Context: an optimization exercise on an open-source flow, tuned for small area, a short achievable clock period and few clock cycles. The choices shown serve that exercise and are no tape-out recipe. In this exercise RTL edits were held to simulation tests only and were not proved equivalent to the original.

## flow/design.v (module list and top-level ports; edited modules follow where they fit)
// module mult_generic: 1619 lines
// module sum_generic: 5 lines
// module ajuste: 8 lines
// module top_mac: 57 lines
module top_mac(rst, clk, stf, x, a, n, s, eof, i, y);
  // ...
==> flow/run.sh <==
#!/bin/bash
# synth_recipe.tcl (not shown) runs the flow's synth.tcl, then flattens the netlist and writes it again
# the make line also repeats each setting of config.mk as NAME=value (left out here)
make -C /OpenROAD-flow-scripts/flow DESIGN_CONFIG=/design/flow/config.mk WORK_HOME=/design/flow/orfs CLKGATE_MAP_FILE= SYNTH_SCRIPT=/design/flow/synth_recipe.tcl finish
==> flow/config.mk <==
export PLATFORM = sky130hd
export DESIGN_NAME = top_mac
export DESIGN_NICKNAME = top_mac
export VERILOG_FILES = /design/flow/design.v
export SDC_FILE = /design/flow/constraint.sdc
export NUM_CORES = 8
export LEC_CHECK = 0
export ABC_CLOCK_PERIOD_IN_PS = 4500
export CAP_MARGIN = 20
export CORE_MARGIN = 2
export CORE_UTILIZATION = 40
export PLACE_DENSITY = 0.45
export SETUP_SLACK_MARGIN = 4.0
export SLEW_MARGIN = 20
==> flow/constraint.sdc <==
create_clock -name core_clock -period 9.0 [get_ports {clk}]
set_input_delay 1.8000 -clock core_clock [delete_from_list [all_inputs] [get_ports {clk}]]
set_output_delay 1.8000 -clock core_clock [all_outputs]
set_load 0.01 [all_outputs]
==> impl_metrics.csv, run 1 <==
group,metric,value,unit
run_status,status,"finished clean",
logic_synthesis,syn-cell-area,0.0266,sq mm
clocking,cts_root_buffer,"clkbuf_16",
placed_design,portBuffers,93,
floorplan,ios,94,
worst_setup_path,critPathCaptureType,"output port",
logic_synthesis,synth_ff_type,"dfxtp_1",
cells_and_area,postLayoutCoreUtil,52.9,%
sta,post-route-period-util,73.0,%
route,drc,0,
worst_setup_path,crit_arrival,4770,ps
cells_and_area,mostFrequentLayoutCell,"nand2_1",
cells_and_area,regArea,0.00245,sq mm
logic_synthesis,yosysTopAreaCellShare,26.2,%
global_routing,grt_pass1_vias,25800,
cells_and_area,multi_input_area_share,71.4,%
logic_synthesis,synth_compound_area_share,22.3,%
cells_and_area,largest_register_ffs,60,
sta,finClkSkew,19.3,ps
logic_synthesis,synthTopCellsByCount,"fa_1 (348), inv_1 (314), a22oi_1 (292)",
logic_synthesis,postSynthCellCount,3177,
logic_synthesis,synth.area.top_cells,"fa_1 (26%), xnor2_1 (9.5%), dfxtp_1 (8.4%)",
worst_setup_path,crit_chain,"ha_4, fa_2, a21o_2, a221o_2, a21oi_4, nor2_4, o211ai_1, nand3_2, buf_4, xor2_4, mux2i_4, a2111o_1, a21boi_0, nand3_1, clkdlybuf4s50_1",
worst_setup_path,path_delay_family,"compound AO/OA/AOI/OAI gates",
route,wl_per_cell,29.1,um
worst_setup_path,worstPathMaxFanout,7,
route,drt_pass1_iterations,6,
sta,hold_ws,567,ps
floorplan,core.rowCount,94,
logic_synthesis,synth-adder-area-share,29.5,%
route,drtIter0Drc,2477,
cells_and_area,antenna_cells,0,
route,wl_met3,9320,um
cells_and_area,mostFrequentLayoutCells,"nand2_1 (276), inv_1 (259), xnor2_1 (224)",
logic_synthesis,yosysMostFrequentCell,"fa_1",
worst_setup_path,crit_path_start_kind,"flip-flop",
Testbench counts, summed over its fixed seeds: cycles 32,262.
==> run 2: changes to the inputs <==
--- a/flow/config.mk
+++ b/flow/config.mk
@@ -7,3 +7,2 @@
 export LEC_CHECK = 0
-export ABC_CLOCK_PERIOD_IN_PS = 4500
 export CAP_MARGIN = 20
@@ -12,3 +11,2 @@
 export PLACE_DENSITY = 0.45
-export SETUP_SLACK_MARGIN = 4.0
 export SLEW_MARGIN = 20
==> run 2 against run 1 <==
Against the previous run: first-iteration DRC count down 25%; synthesized cell count unchanged; wire length fell by 13%; clock skew is 8.4 ps lower; die area is the same; global-route usage down 2.7 points.
==> impl_metrics.csv, run 2 <==
group,metric,value,unit
worst_setup_path,r2r_cells,15,
logic_synthesis,yosys_warnings,1,
global_routing,antenna_found_initial,0,
worst_setup_path,crit_chain,"ha_1, o211ai_1, o21ai_1, or4b_1, a31oi_1, xor2_1, mux2_2, o221ai_1, o22ai_1, mux2_2, a221o_1, o32a_1, clkdlybuf4s50_1",
logic_synthesis,ys_async_sr_fraction,6.67,%
hold_path,min_path_type,"flip-flop to flip-flop",
logic_synthesis,synth_edf_count,0,
route,via_per_inst,6.11,
sta,finClkSkew,10.9,ps
cells_and_area,postLayoutCoreUtil,43.3,%
worst_setup_path,cpMaxStageDelayCell,"a31oi_1",
logic_synthesis,ys_types,105,
clocking,cts_root_buffer,"clkbuf_16",
sta,maxSlewViolCount,0,
logic_synthesis,yosysTopAreaCell,"fa_1",
sta,finalHoldViolCount,0,
sta,finalSetupTns,0,ps
clocking,holdBufCountCts,0,
sta,max_clock_freq,0.128,GHz
clocking,clk_pin_slew_worst_paths,70,ps
logic_synthesis,ys_ff_latch,120,
floorplan,start_util,40.5,%
logic_synthesis,syn-num-nets,3664,
worst_setup_path,timing.rr.end,"q0[39]",
worst_setup_path,path_delay_family,"compound AO/OA/AOI/OAI gates",
global_routing,grt_max_degree,113,
logic_synthesis,synth.area.top_cells,"fa_1 (26%), xnor2_1 (9.5%), dfxtp_1 (8.4%)",
clocking,max-clock-path-buffers,2,
cells_and_area,mostFrequentLayoutCell,"fa_1",
clocking,cts.htree.levels,4,
cells_and_area,reg_top3,"q0 (60), acc1.ff.b (52), i_q (6)",
worst_setup_path,cpPeakStageDelay,790,ps
worst_setup_path,worstPathMaxFanout,4,
global_routing,grt_pass1_vias,24800,
clocking,cts_buffers,17,
route,ant_nets,0,
route,finalWirelength,106000,um
logic_synthesis,yosysTopAreaCellShare,26.2,%
job,cap_violations,0,
route,drtIter0Drc,1858,
sta,rsz0062_at_grt,"no",
sta,fin_crit,7830,ps
cells_and_area,fill_cells,6618,
sta,post-route-period-util,87.0,%
logic_synthesis,synthTopCellsByCount,"fa_1 (348), inv_1 (314), a22oi_1 (292)",
placed_design,dp_hpwl,81100,um
worst_setup_path,worst-path-buf-inv,1,
worst_setup_path,crit_start,"acc1[2].ff.b",
cells_and_area,largest_register_ffs,60,
route,wl_per_cell,26.9,um
logic_synthesis,synth_ff_type,"dfxtp_1",
logic_synthesis,avgSynthCellArea,8.37,sq um
floorplan,ios,94,
sta,finalSetupViolCount,0,
run_status,status,"finished clean",
clocking,cts_tree,"built",
worst_setup_path,crit-reg2reg-launch,"eof_q",
route,vias,24100,
sta,hold_ws,572,ps
route,drc,0,
worst_setup_path,critPathRequiredTime,7200,ps
hold_path,hold_depth,1,
worst_setup_path,crit_path_start_kind,"flip-flop",
cells_and_area,mostFrequentLayoutCells,"fa_1 (348), inv_1 (312), a22oi_1 (292)",
route,drt_pass1_iterations,6,
cells_and_area,drive_gt1_share,6.77,%
logic_synthesis,yosysMostFrequentCell,"fa_1",
global_routing,track_usage,31.3,%
floorplan,coreArea,0.0657,sq mm
clocking,post_cts.repair.setup_buffers,0,
cells_and_area,finish.net_count,3559,
floorplan,die_area,0.0686,sq mm
sta,worstMarginPinSlew,1250,ps
worst_setup_path,critPathCaptureType,"output port",
placed_design,gp_congestion,0.990,
floorplan,core.rowCount,94,
placed_design,portBuffers,93,
clocking,postCtsResizedCells,0,
placed_design,dp_cells,3917,
cells_and_area,largest_register,"q0",
global_routing,grt_pass1_wl,161000,um
hold_path,min_to,"i_q[4]",
floorplan,die_w,262,um
sta,slew-limit-headroom,15.8,%
clocking,cts_sinks,120,
logic_synthesis,syn-cell-area,0.0266,sq mm
worst_setup_path,crit_arrival,6030,ps
global_routing,grt.overflow.total,0,
clocking,insertion_delay,470,ps
worst_setup_path,crit_type,"flip-flop to output port",
cells_and_area,layout.cells.non_filler,3950,
hold_path,hp-start,"i_q[4]",
logic_synthesis,postSynthCellCount,3177,
worst_setup_path,ff2ff_setup_slack,3670,ps
worst_setup_path,cp_common_cell,"mux2_2",
floorplan,die_h,262,um
cells_and_area,area_growth,7.02,%
logic_synthesis,seq_area_frac_synth,9.19,%
## run 2: worst max path at each step
stage                  to  slack [ps]  depth (start not counted)
floorplan            y[5]        2950                         12
global placement    y[14]        1760                         12
detailed placement   y[8]        1810                          9
CTS                 y[12]        1280                         13
global route        y[12]        1110                         13
finish              y[12]        1170                         13
## run 2: layer usage
layer	wire length, um	part of all wire, %	track usage (%)	vias up
met3	6430	6.1	3.99	175
li1	-	-	-	10700
met4	3110	2.9	9.56	0
met1	47500	45	43.3	12300
met5	0	0	0	-
met2	49100	46	51.1	999
## run 2: layout make-up
cell class              instances  area (sq um)  area share (%)
multi-input cells            2461         21800            76.6
flip-flops and latches        120          2440            8.59
repair buffers                150          1340            4.71
inverters                     322          1210            4.25
well taps                     864          1080            3.80
clock buffers                  18           439            1.54
clock inverters                14           139           0.488
diodes                          1          2.50         0.00879
## run 2: metrics by stage
step | area [sq um] | setup slack, ps
after CTS | 28500 | 1280
after global routing | 28500 | 1110
final | 28500 | 1170
after global placement | 27900 | 1760
after detailed placement | 27900 | 1810
after floorplan | 26600 | 2950
## run 2: logic make-up after synthesis
logic type	after synthesis	share of synthesized area, %
AO/OA/AOI/OAI	827	22.3
XOR/XNOR	360	11.9
AND/OR/NAND/NOR	734	12.6
adder cells (fa/ha/maj)	418	29.5
other	1	0.0141
flip-flops	120	9.19
multiplexers	121	5.41
buffers and inverters	596	9.07

re-timing with driven ports:
In the flow no input, the clock included, has a driving cell. The finished layouts below were timed again as built, in two steps. Step 1 assumes that a clkbuf_16 drives the clock port and a buf_2 every other input. Step 2, shift: input delay + t, output delay - t, t = (earliest + latest rising clock arrival at the registers) / 2. This alone moves slack from input paths to output paths. Slacks: ideal / step 1 / step 2; pairs: ideal / step 1.
run | t (ns) | slack for setup (ns) | worst hold slack (ns) | pins driven straight from the clock port
run 1 | 0.547 | 2.429 / 2.359 / 2.515 | 0.567 / 0.567 / 0.567 | 1
run 2 | 0.540 | 1.170 / 1.102 / 1.642 | 0.572 / 0.572 / 0.572 | 1
After both steps setup and hold are still met in every run listed.
